Background: an optimization exercise with open tools, aiming at small area and a short achievable clock period. Do not read the settings as production practice.
Function was checked by simulation only, so behaviour that the tests miss may differ from the original.

==> flow/config.mk <==
export PLATFORM = sky130hd
export DESIGN_NAME = hex_to_dec
export DESIGN_NICKNAME = hex_to_dec
export VERILOG_FILES = /design/flow/design.v
export SDC_FILE = /design/flow/constraint.sdc
export NUM_CORES = 4
export LEC_CHECK = 0
export CAP_MARGIN = 20
export CORE_MARGIN = 2
export CORE_UTILIZATION = 40
export SLEW_MARGIN = 20
==> flow/constraint.sdc <==
create_clock -name core_clock -period 75.0 [get_ports {clk_25MHz}]
set_input_delay 15.0000 -clock core_clock [delete_from_list [all_inputs] [get_ports {clk_25MHz}]]
set_output_delay 15.0000 -clock core_clock [all_outputs]
set_load 0.01 [all_outputs]
==> flow/design.v <==
module hex_to_dec(
    input wire clk_25MHz,
    input wire [31: 0]hex,
    output reg [31: 0]dec
);
reg [26: 0]temp7;
reg [23: 0]temp6;
reg [19: 0]temp5;
reg [16: 0]temp4;
reg [13: 0]temp3;
reg [9: 0]temp2;
reg [6: 0]temp1;
reg [3: 0]temp0;
always @(posedge clk_25MHz)begin
    temp7 = hex[26: 0];
    dec[31: 28] = temp7 / 27'd10_000_000;
    temp6 = temp7 - dec[31: 28] * 27'd10_000_000;
    dec[27: 24] = temp6 / 24'd1_000_000;
    temp5 = temp6 - dec[27: 24] * 24'd1_000_000;
    dec[23: 20] = temp5 / 20'd100_000;
    temp4 = temp5 - dec[23: 20] * 20'd100_000;
    dec[19: 16] = temp4 / 17'd10_000;
    temp3 = temp4 - dec[19: 16] * 17'd10_000;
    dec[15: 12] = temp3 / 14'd1_000;
    temp2 = temp3 - dec[15: 12] * 14'd1_000;
    dec[11: 8] = temp2 / 10'd100;
    temp1 = temp2 - dec[11: 8] * 10'd100;
    dec[7: 4] =  temp1 / 7'd10;
    temp0 = temp1 - dec[7: 4] * 7'd10;
    dec[3: 0] =  temp0;
end
endmodule
==> flow/run.sh <==
#!/bin/bash
# synth_recipe.tcl (not shown) runs the flow's synth.tcl, then flattens the netlist and writes it again
# the make line also repeats each setting of config.mk as NAME=value (left out here)
make -C /OpenROAD-flow-scripts/flow DESIGN_CONFIG=/design/flow/config.mk WORK_HOME=/design/flow/orfs CLKGATE_MAP_FILE= SYNTH_SCRIPT=/design/flow/synth_recipe.tcl finish
==> run notes <==
Max-Cap Viols 0; post-DP HPWL 35,200 um; setup bufs post-CTS 0; I/O pin total 65; CTS tree built; worst path required time 75,210 ps; # hold bufs at CTS 0; Die ar. 37,900 um^2; WL per Instance 17.8 um; Mapped Area 14,500 um^2; slowest stage delay, CP 810 ps; Overall Global Routing Usage 0.226; ys flop type dfxtp_1; vias per cell 6.25; post-synthesis cell count 1,981; FP Rows 69; Final nets 2,175; final max-slew violation count 0; IO buf count 59; Die X 195 um; Setup TNS 0 ps; RSZ-0062 raised after global routing no; post-CTS sizing 0; Slew @ Worst Pin 1030 ps; WP data arrival 62,610 ps; Final Hold Vio Count 0; Slew headroom 0.311; status timing/DRC/antenna clean; Initial DRC Count 1,330; Crit-path slowest cell a21oi_1; Hold WC Path Type in2reg; Clock transition at path regs 60 ps; Async SR Flop Fraction 0; first-pass GRT wire length 71,900 um; Core Region 35,700 um^2; H-tree levels 2; Yosys cell types 156; area growth from synthesis to layout 6.74%; flops & latches, synth 32; GP Congestion 0.882; pin count of the biggest net entering global routing 27; initial antenna violation count 0; CP Launch Type primary input; DR vias 15,400; Seq/Total Area, Yosys 0.0441; max FFs per register 32; fmax 16.0 MHz; critical path fanouts, max 26; period utilization 0.832; die height 195 um; hold slack 15,320 ps; # DRC 0; Root Driver clkbuf_16; DR pass1 iterations 5; Worst setup EP type flop; n_diodes 0; Final min period 62,410 ps; layout cells sized above 1 0.117; Final setup viols 0; Post-synth EDFFs 0; most used cell, CP ha_1; critical path class in2reg; Synth Area per Inst 7.34 um^2; post-synth net total 2,159; vias in the first global route 14,200; Post-Route WL 43,700 um; Sink Count 32; GRT overflow 0; clk buf depth 2; Initial Utilization 0.408; number of buffers created by CTS 5; antenna-violating nets left 0; Yosys warnings 1
[logic make-up after synthesis]
| kind of cell | share of synthesized area |
|---|---|
| XOR/XNOR | 0.0967 |
| flip-flops | 0.0441 |
| adder cells (fa/ha/maj) | 0.139 |
| buffers and inverters | 0.0705 |
| AO/OA/AOI/OAI | 0.358 |
| multiplexers | 0.0423 |
| AND/OR/NAND/NOR | 0.249 |
[placed cells by master (no fill, tap or decap), types with 59 or more instances in the layout]
cell	n
xnor2_1	110
a21oi_1	123
nand2_1	165
nor2_1	172
o21ai_0	91
ha_1	126
clkdlybuf4s50_1	59
nand3_1	63
nor3_1	75
inv_1	125
[through the flow]
step | utilization | instance area (um^2) | cells | worst slack [ps]
global route | 0.435 | 15500 | 2459 | 9180
CTS | 0.435 | 15500 | 2459 | 12990
finish | 0.435 | 15500 | 2459 | 12590
global placement | 0.431 | 15400 | 2451 | 12960
detailed placement | 0.431 | 15400 | 2451 | 12780
floorplan | - | 14500 | 1981 | 22030
[worst max-delay path: cells and delay by family]
kind,cells,cell delay [ps]
adder cells (fa/ha/maj),22,7110
AND/OR/NAND/NOR,36,10420
multiplexers,4,1720
XOR/XNOR,11,3860
AO/OA/AOI/OAI,70,19210
buffers and inverters,23,5150
[worst paths after layout]
check,start,endpoint,cells after the start,slack (ps)
setup / recovery,hex[22],dec[3],166,12590
hold / removal,hex[0],dec[0],1,15320
[layout make-up]
cell class | count | area, um^2
clock inverter | 3 | 42.5
inverter | 147 | 572
tap | 461 | 577
fill | 3630 | 20100
timing repair buffer | 72 | 688
sequential | 32 | 641
multi-input combinational | 1739 | 12900
clock buffer | 5 | 125
[cell usage after synthesis, types with 12 or more instances]
library cell / instances / area share
nor3_1: 75 / 0.026
o21ai_1: 14 / 0.0048
nand4_1: 22 / 0.0095
o21a_1: 23 / 0.012
nor2_1: 172 / 0.044
dfxtp_1: 32 / 0.044
xor2_1: 38 / 0.023
o31ai_1: 15 / 0.0077
clkbuf_1: 26 / 0.0067
a31oi_1: 31 / 0.013
a21oi_1: 123 / 0.042
nand3_1: 63 / 0.022
o21bai_1: 26 / 0.013
inv_1: 125 / 0.032
o21ai_0: 91 / 0.031
or2_2: 12 / 0.0052
o211ai_1: 24 / 0.012
ha_1: 126 / 0.11
nand2_1: 165 / 0.043
fa_1: 19 / 0.026
mux2i_1: 37 / 0.025
o22ai_1: 15 / 0.0065
a21boi_0: 12 / 0.0062
nor4_1: 28 / 0.012
or3_1: 22 / 0.0095
nor2b_1: 15 / 0.0065
and2_1: 13 / 0.0056
a21o_1: 31 / 0.016
buf_6: 17 / 0.013
xnor2_1: 110 / 0.066
a211oi_1: 24 / 0.012
[layer usage]
metal,share of wire,GRT usage,up-vias
li1,-,-,7529
met1,0.47,0.311,7288
met2,0.45,0.368,490
met3,0.054,0.0274,66
met4,0.023,0.0684,0
met5,0,0,-

re-timing with driven ports:
The flow's constraints put no driver on any port. The routed layout listed below was extracted and timed again, unchanged, in two steps. Step 1, drivers: a clkbuf_16 drives clk_25MHz and a buf_2 each remaining input, both assumed. Step 2, shift: input delay + t, output delay - t, t = (earliest + latest rising clock arrival at the registers) / 2. This alone moves slack from input paths to output paths. a / b / c = ideal ports / drivers / drivers and shift; a / b = the first two.
t (ns): 0.365
setup WS [ns]: 12.594 / 12.617 / 12.252
hold slack, ns: 15.320 / 15.304 / 15.669
slew at the worst register clock pin (ns): 0.08 / 0.08
After both steps this run still meets setup and hold. For this run, drivers alone change the setup slack by +0.023 ns; drivers and shift together by -0.342 ns.
